From an optimization exercise on the open Yosys and OpenROAD flow, aimed at small area; shortcuts taken in it are not production practice. In this exercise RTL edits were held to simulation tests only and were not proved equivalent to the original. Power is estimated from default activity; no workload was simulated.

==> inputs of run C <==
==> flow/design.v (excerpt) <==
module GameOfLifeInterface (
    run,
    write_read_not,
    serial_in,
    clk,
    rst,
    serial_out
);
parameter ROW = 24;
parameter COL = 24;
localparam N = ROW*COL;
input run, write_read_not, serial_in, clk, rst;
output reg serial_out;
reg [N-1:0] sr;         
wire [N-1:0] board;     
wire [N-1:0] board_d;   
wire [N-1:0] sr_d;      
reg run1;               
reg run2;               
reg m_init;             
reg s_hold, s_shift, s_load;
reg t_hold, t_val;      
reg b_hold, b_ld, b_gen;
reg early;              
reg phase;              
wire p0 = ~run1;
wire p1 = run1 & ~run2;
wire p2 = run2;
wire top = write_read_not & serial_in;
always @(posedge clk) begin
    s_hold <= 1'b0; s_shift <= 1'b0; s_load <= 1'b0;
    t_hold <= 1'b0; t_val <= 1'b1;
    b_hold <= 1'b0; b_ld <= 1'b0; b_gen <= 1'b0;
    early <= 1'b0;
    if (rst) begin
        phase <= 1'b1;
    end else if (run) begin
        if (p0 & ~phase) begin
            b_ld <= 1'b1;
            s_load <= 1'b1;
            early <= 1'b1;
            phase <= 1'b1;
        end else begin
            b_hold <= p0 | (p1 & early);
            b_ld <= p1 & ~early;
            b_gen <= p2;
            s_hold <= 1'b1;
            t_hold <= 1'b1;
            phase <= ~phase;
        end
    end else begin
        b_hold <= p0 | (p1 & early);
        b_ld <= p1 & ~early;
        b_gen <= p2;
        if (m_init & ~(p1 & early)) begin
            s_load <= 1'b1;
            t_val <= top ^ 1'b1;
            phase <= 1'b1;
        end else begin
            s_hold <= m_init;
            s_shift <= ~m_init;
            t_val <= top ^ ~phase;
  ...
==> module GameOfLife, before the edit <==
module GameOfLife (
    clk,
    hold,
    ld,
    gen,
    init_board,
    game_board,
    board_d
);
parameter ROW = 24;
parameter COL = 24;
localparam N = ROW*COL;
input clk, hold, ld, gen;
input [N-1:0] init_board;
output reg [N-1:0] game_board;
output [N-1:0] board_d;
wire [N-1:0] vs, vk;
wire [N-1:0] next_board;
genvar r, c;
generate
    for (r = 0; r < ROW; r = r + 1) begin : row
        for (c = 0; c < COL; c = c + 1) begin : col
            localparam integer RU = (r + ROW - 1) % ROW;
            localparam integer RD = (r + 1) % ROW;
            wire a = game_board[RU*COL + c];
            wire b = game_board[r*COL + c];
            wire d = game_board[RD*COL + c];
            assign vs[r*COL + c] = a ^ b ^ d;
            assign vk[r*COL + c] = (a & b) | (d & (a ^ b));
        end
    end
    for (r = 0; r < ROW; r = r + 1) begin : row2
        for (c = 0; c < COL; c = c + 1) begin : col2
            localparam integer RU = (r + ROW - 1) % ROW;
            localparam integer RD = (r + 1) % ROW;
            localparam integer CL = (c + COL - 1) % COL;
            localparam integer CR = (c + 1) % COL;
            wire s0 = vs[r*COL + CL], s2 = vs[r*COL + CR];
            wire k0 = vk[r*COL + CL], k2 = vk[r*COL + CR];
            wire up = game_board[RU*COL + c], dn = game_board[RD*COL + c];
            wire ctr = game_board[r*COL + c];
            wire p = s0 ^ s2 ^ up;
            wire q = (s0 & s2) | (s0 & up) | (s2 & up);
            wire n0 = p ^ dn;
            wire rr = p & dn;
            wire u = k0 ^ k2 ^ q;
            wire v = (k0 & k2) | (k0 & q) | (k2 & q);
            assign next_board[r*COL + c] = ~v & (u ^ rr) & (n0 | ctr);
        end
    end
endgenerate
assign board_d = ({N{gen}} & next_board) | ({N{ld}} & init_board) | ({N{hold}} & game_board);
always @(posedge clk)
    game_board <= board_d;
endmodule
==> module GameOfLifeInterface, before the edit <==
module GameOfLifeInterface (
    run,
    write_read_not,
    serial_in,
    clk,
    rst,
    serial_out
);
parameter ROW = 24;
parameter COL = 24;
localparam N = ROW*COL;
input run, write_read_not, serial_in, clk, rst;
output reg serial_out;
reg [N-1:0] sr;         
wire [N-1:0] board;     
wire [N-1:0] board_d;   
wire [N-1:0] sr_d;      
reg run1;               
reg run2;               
reg m_init;             
reg s_hold, s_shift, s_load;
reg t_hold, t_val;      
reg b_hold, b_ld, b_gen;
reg early;              
reg phase;              
wire p0 = ~run1;
wire p1 = run1 & ~run2;
wire p2 = run2;
wire top = write_read_not & serial_in;
always @(posedge clk) begin
    s_hold <= 1'b0; s_shift <= 1'b0; s_load <= 1'b0;
    t_hold <= 1'b0; t_val <= 1'b1;
    b_hold <= 1'b0; b_ld <= 1'b0; b_gen <= 1'b0;
    early <= 1'b0;
    if (rst) begin
        phase <= 1'b1;
    end else if (run) begin
        if (p0 & ~phase) begin
            b_ld <= 1'b1;
            s_load <= 1'b1;
            early <= 1'b1;
            phase <= 1'b1;
        end else begin
            b_hold <= p0 | (p1 & early);
            b_ld <= p1 & ~early;
            b_gen <= p2;
            s_hold <= 1'b1;
            t_hold <= 1'b1;
            phase <= ~phase;
        end
    end else begin
        b_hold <= p0 | (p1 & early);
        b_ld <= p1 & ~early;
        b_gen <= p2;
        if (m_init & ~(p1 & early)) begin
            s_load <= 1'b1;
            t_val <= top ^ 1'b1;
            phase <= 1'b1;
        end else begin
            s_hold <= m_init;
            s_shift <= ~m_init;
            t_val <= top ^ ~phase;
            phase <= ~phase;
        end
    end
    if (rst) begin
        run1 <= 1'b0;
        run2 <= 1'b0;
        m_init <= 1'b1;
        serial_out <= 1'b0;
    end else begin
        run1 <= run;
        run2 <= run & run1;
        m_init <= run;
        if (~run & ~write_read_not)
            serial_out <= m_init ? (early ? board[0] : board_d[0]) : (sr_d[0] ^ phase);
    end
end
GameOfLife #(.ROW(ROW), .COL(COL)) game (
    .clk(clk),
    .hold(b_hold),
    .ld(b_ld),
    .gen(b_gen),
    .init_board(sr),
    .game_board(board),
    .board_d(board_d)
);
assign sr_d[N-2:0] = ~(({N-1{s_hold}} & sr[N-2:0])
                     | ({N-1{s_shift}} & sr[N-1:1])
                     | ({N-1{s_load}} & board[N-1:1]));
assign sr_d[N-1] = t_hold ? ~sr[N-1] : t_val;
always @(posedge clk)
    sr <= sr_d;
endmodule
Settings: LEC_CHECK=0, CAP_MARGIN=20, CORE_MARGIN=2, CORE_UTILIZATION=55, SLEW_MARGIN=20; clock period 8.0 ns.
standard.sh (not shown) runs the stock make flow with config.mk's settings and CLKGATE_MAP_FILE= SYNTH_SCRIPT=/design/flow/synth_recipe.tcl, a recipe that flattens the netlist after the stock synthesis.
==> flow/flow/run.sh <==
#!/bin/bash
# The standard layout (the standard.sh: ORFS synthesis to finish) with one
# change: clock tree synthesis runs without dummy loads, with larger sink
# clusters on clkbuf_16. The whole output goes to flow.log in this folder;
# ORFS keeps each step's own log under orfs/logs/.
set -euo pipefail
CTS="-sink_clustering_enable -repair_clock_nets -sink_clustering_size 30 -sink_clustering_max_diameter 90 -buf_list sky130_fd_sc_hd__clkbuf_16 -dont_use_dummy_load"
bash standard.sh "CTS_ARGS=$CTS" finish > flow.log 2>&1
==> run P (differences from run C) <==
==> flow/design.v (replaced) <==
module GameOfLife (
    clk,
    ld,
    gen,
    hold,
    init_board,
    game_board
);
parameter ROW = 24;
parameter COL = 24;
localparam N = ROW*COL;
input clk, ld, gen, hold;
input [N-1:0] init_board;
output reg [N-1:0] game_board;
wire [N-1:0] vs, vk;
wire [N-1:0] next_board;
genvar r, c;
generate
    for (r = 0; r < ROW; r = r + 1) begin : row
        for (c = 0; c < COL; c = c + 1) begin : col
            localparam integer RU = (r + ROW - 1) % ROW;
            localparam integer RD = (r + 1) % ROW;
            localparam integer CL = (c + COL - 1) % COL;
            localparam integer CR = (c + 1) % COL;
            wire a = game_board[RU*COL + c];
            wire b = game_board[r*COL + c];
            wire d = game_board[RD*COL + c];
            assign vs[r*COL + c] = a ^ b ^ d;
            assign vk[r*COL + c] = (a & b) | (a & d) | (b & d);
        end
    end
    for (r = 0; r < ROW; r = r + 1) begin : row2
        for (c = 0; c < COL; c = c + 1) begin : col2
            localparam integer CL = (c + COL - 1) % COL;
            localparam integer CR = (c + 1) % COL;
            wire s0 = vs[r*COL + CL], s1 = vs[r*COL + c], s2 = vs[r*COL + CR];
            wire k0 = vk[r*COL + CL], k1 = vk[r*COL + c], k2 = vk[r*COL + CR];
            wire a = s0 ^ s1 ^ s2;
            wire b = (s0 & s1) | (s0 & s2) | (s1 & s2);
            wire d = k0 ^ k1 ^ k2;
            wire e = (k0 & k1) | (k0 & k2) | (k1 & k2);
            wire ctr = game_board[r*COL + c];
            wire t3 = a & (b ^ d) & ~e;
            wire t4 = ~a & ((b & d & ~e) | (~b & ~d & e));
            assign next_board[r*COL + c] = t3 | (ctr & t4);
        end
    end
endgenerate
always @(posedge clk)
    game_board <= ({N{gen}} & next_board) | ({N{ld}} & init_board) | ({N{hold}} & game_board);
endmodule
module GameOfLifeInterface (
    run,
    write_read_not,
    serial_in,
    clk,
    rst,
    serial_out
);
parameter ROW = 24;
parameter COL = 24;
localparam N = ROW*COL;
input run, write_read_not, serial_in, clk, rst;
output reg serial_out;
reg [N-1:0] sr;         
wire [N-1:0] board;     
reg run1;               
reg run2;               
reg m_init;             
reg m_write;            
wire go = ~rst;
wire b_gen  = go & run2;
wire b_ld   = go & run1 & ~run2;
wire b_hold = go & ~run1;
GameOfLife #(.ROW(ROW), .COL(COL)) game (
    .clk(clk),
    .ld(b_ld),
    .gen(b_gen),
    .hold(b_hold),
    .init_board(sr),
    .game_board(board)
);
wire s_hold  = go & run;
wire s_shift = go & ~run & ~m_init;
wire s_load  = go & ~run & m_init;
wire top_in  = go & ~run & write_read_not & serial_in;
always @(posedge clk) begin
    sr <= ({N{s_hold}} & sr)
        | ({N{s_shift}} & {1'b0, sr[N-1:1]})
        | ({N{s_load}} & {1'b0, board[N-1:1]})
        | {top_in, {N-1{1'b0}}};
    if (rst) begin
        run1 <= 1'b0;
        run2 <= 1'b0;
        m_init <= 1'b1;
        m_write <= 1'b0;
        serial_out <= 1'b0;
    end else begin
        run1 <= run;
        run2 <= run & run1;
        if (run) begin
            m_init <= 1'b1;
        end else begin
            m_init <= 1'b0;
            m_write <= write_read_not;
            if (~write_read_not)
                serial_out <= m_init ? board[0] : sr[0];
        end
    end
end
endmodule
==> flow/run.sh (new file) <==
#!/bin/bash
# synth_recipe.tcl (not shown) runs the flow's synth.tcl, then flattens the netlist and writes it again
# the make line also repeats each setting of config.mk as NAME=value (left out here)
make -C /OpenROAD-flow-scripts/flow DESIGN_CONFIG=/design/flow/config.mk WORK_HOME=/design/flow/orfs CLKGATE_MAP_FILE= SYNTH_SCRIPT=/design/flow/synth_recipe.tcl finish
- CORE_UTILIZATION: 55 -> 40
removed: flow/flow/run.sh
removed: flow/standard.sh
==> run B (differences from run C) <==
--- a/flow/flow/run.sh
+++ b/flow/flow/run.sh
@@ -6,3 +6,3 @@
 set -euo pipefail
-CTS="-sink_clustering_enable -repair_clock_nets -sink_clustering_size 30 -sink_clustering_max_diameter 90 -buf_list sky130_fd_sc_hd__clkbuf_16 -dont_use_dummy_load"
+CTS="-sink_clustering_enable -repair_clock_nets -sink_clustering_size 24 -sink_clustering_max_diameter 80 -buf_list sky130_fd_sc_hd__clkbuf_16 -dont_use_dummy_load"
 bash standard.sh "CTS_ARGS=$CTS" finish > flow.log 2>&1
- CORE_UTILIZATION: 55 -> 50
- CTS_BUF_LIST: not set -> sky130_fd_sc_hd__clkbuf_16
- CTS_CLUSTER_DIAMETER: not set -> 80
- CTS_CLUSTER_SIZE: not set -> 24
==> notes <==
Cell count: run P > run B > run C.
Clock skew, lowest first: run P, run C, run B.
Between run C and run B, the lower sequential share of layout area is in run B (gap 0.20 points).
Between run C and run P, the lower area after synthesis is in run C (gap 31%, measured against run P).
Between run C and run P, the lower sequential power is in run P (gap about 20%, measured against run P).
Against run B, the die area of run C is smaller by 9.0%.
Against run B, the synthesized cell count of run P is larger by 110%.
Core utilization, highest first: run C, run B, run P.
Via count, lowest first: run C, run B, run P.

* * *

==> v21 <==
Starting RTL as in the previous note.
Settings: LEC_CHECK=0, CAP_MARGIN=20, CORE_MARGIN=2, CORE_UTILIZATION=45, CTS_BUF_LIST=sky130_fd_sc_hd__clkbuf_16, CTS_CLUSTER_DIAMETER=60, CTS_CLUSTER_SIZE=16, SLEW_MARGIN=20; clock period 8.0 ns.
run.sh (not shown) runs the stock make flow with config.mk's settings and CLKGATE_MAP_FILE= SYNTH_SCRIPT=/design/flow/synth_recipe.tcl, a recipe that flattens the netlist after the stock synthesis.
Stock flow here: none of the scripts above is used.
==> inputs of v20, as changes to v21 <==
- CORE_UTILIZATION: 45 -> 50
- CTS_CLUSTER_DIAMETER: 60 -> 90
- CTS_CLUSTER_SIZE: 16 -> 28
==> comparison table <==
Critical path data arrival time: v21 4.10 ns; v20 1.62 ns
Fill cell count: v21 17400; v20 15400
Outcome: v21 no timing/DRC/antenna violations; v20 no timing/DRC/antenna violations
Worst path setup slack after routing: v21 4.52 ns; v20 4.78 ns
Initial core utilization: v21 45.2%; v20 50.5%
Setup slack of the worst register-to-register path: v21 4.52 ns; v20 4.93 ns
P_comb: v21 14.3 mW; v20 14.2 mW
Total GRT Usage: v21 24.0%; v20 26.2%
Layout buffer count excluding clock buffers: v21 45; v20 40
Total routed wire length on the met1 layer: v21 104000 um; v20 104000 um
Routed wl met2: v21 118000 um; v20 113000 um
Global-route wire length before repair: v21 388000 um; v20 381000 um
Met3 wire length: v21 12900 um; v20 14300 um

separate check: timing with driven ports:
How much do the figures lean on ideal ports? The routed layouts below were timed once more, with nothing changed but the port constraints. Step 1 assumes that a clkbuf_16 drives the clock port and a buf_2 every other input. Step 2 also shifts input and output timing later by t, the mid clock arrival at the registers, as if the neighbouring blocks saw the same clock. Slacks: ideal ports / drivers / drivers and shift; pairs: ideal ports / drivers.
run | t (ns) | setup WS [ns] | worst setup path after step 2 | slew at the worst register clock pin (ns) | pins driven straight from the clock port
run C | 0.761 | 4.604 / 4.604 / 4.604 | register to register | 0.12 / 0.12 | 1
run P | 0.917 | 4.552 / 4.552 / 4.108 | input to register | 0.06 / 0.06 | 1
run B | 0.786 | 4.746 / 4.670 / 4.919 | register to register | 0.10 / 0.10 | 1
v21 | 0.869 | 4.524 / 4.524 / 4.524 | register to register | 0.08 / 0.08 | 1
v20 | 0.788 | 4.779 / 4.699 / 4.935 | register to register | 0.11 / 0.11 | 1
After both steps every run listed still meets setup and hold. For run P, which loses most, drivers alone change the setup slack by 0.000 ns; drivers and shift together by -0.444 ns.
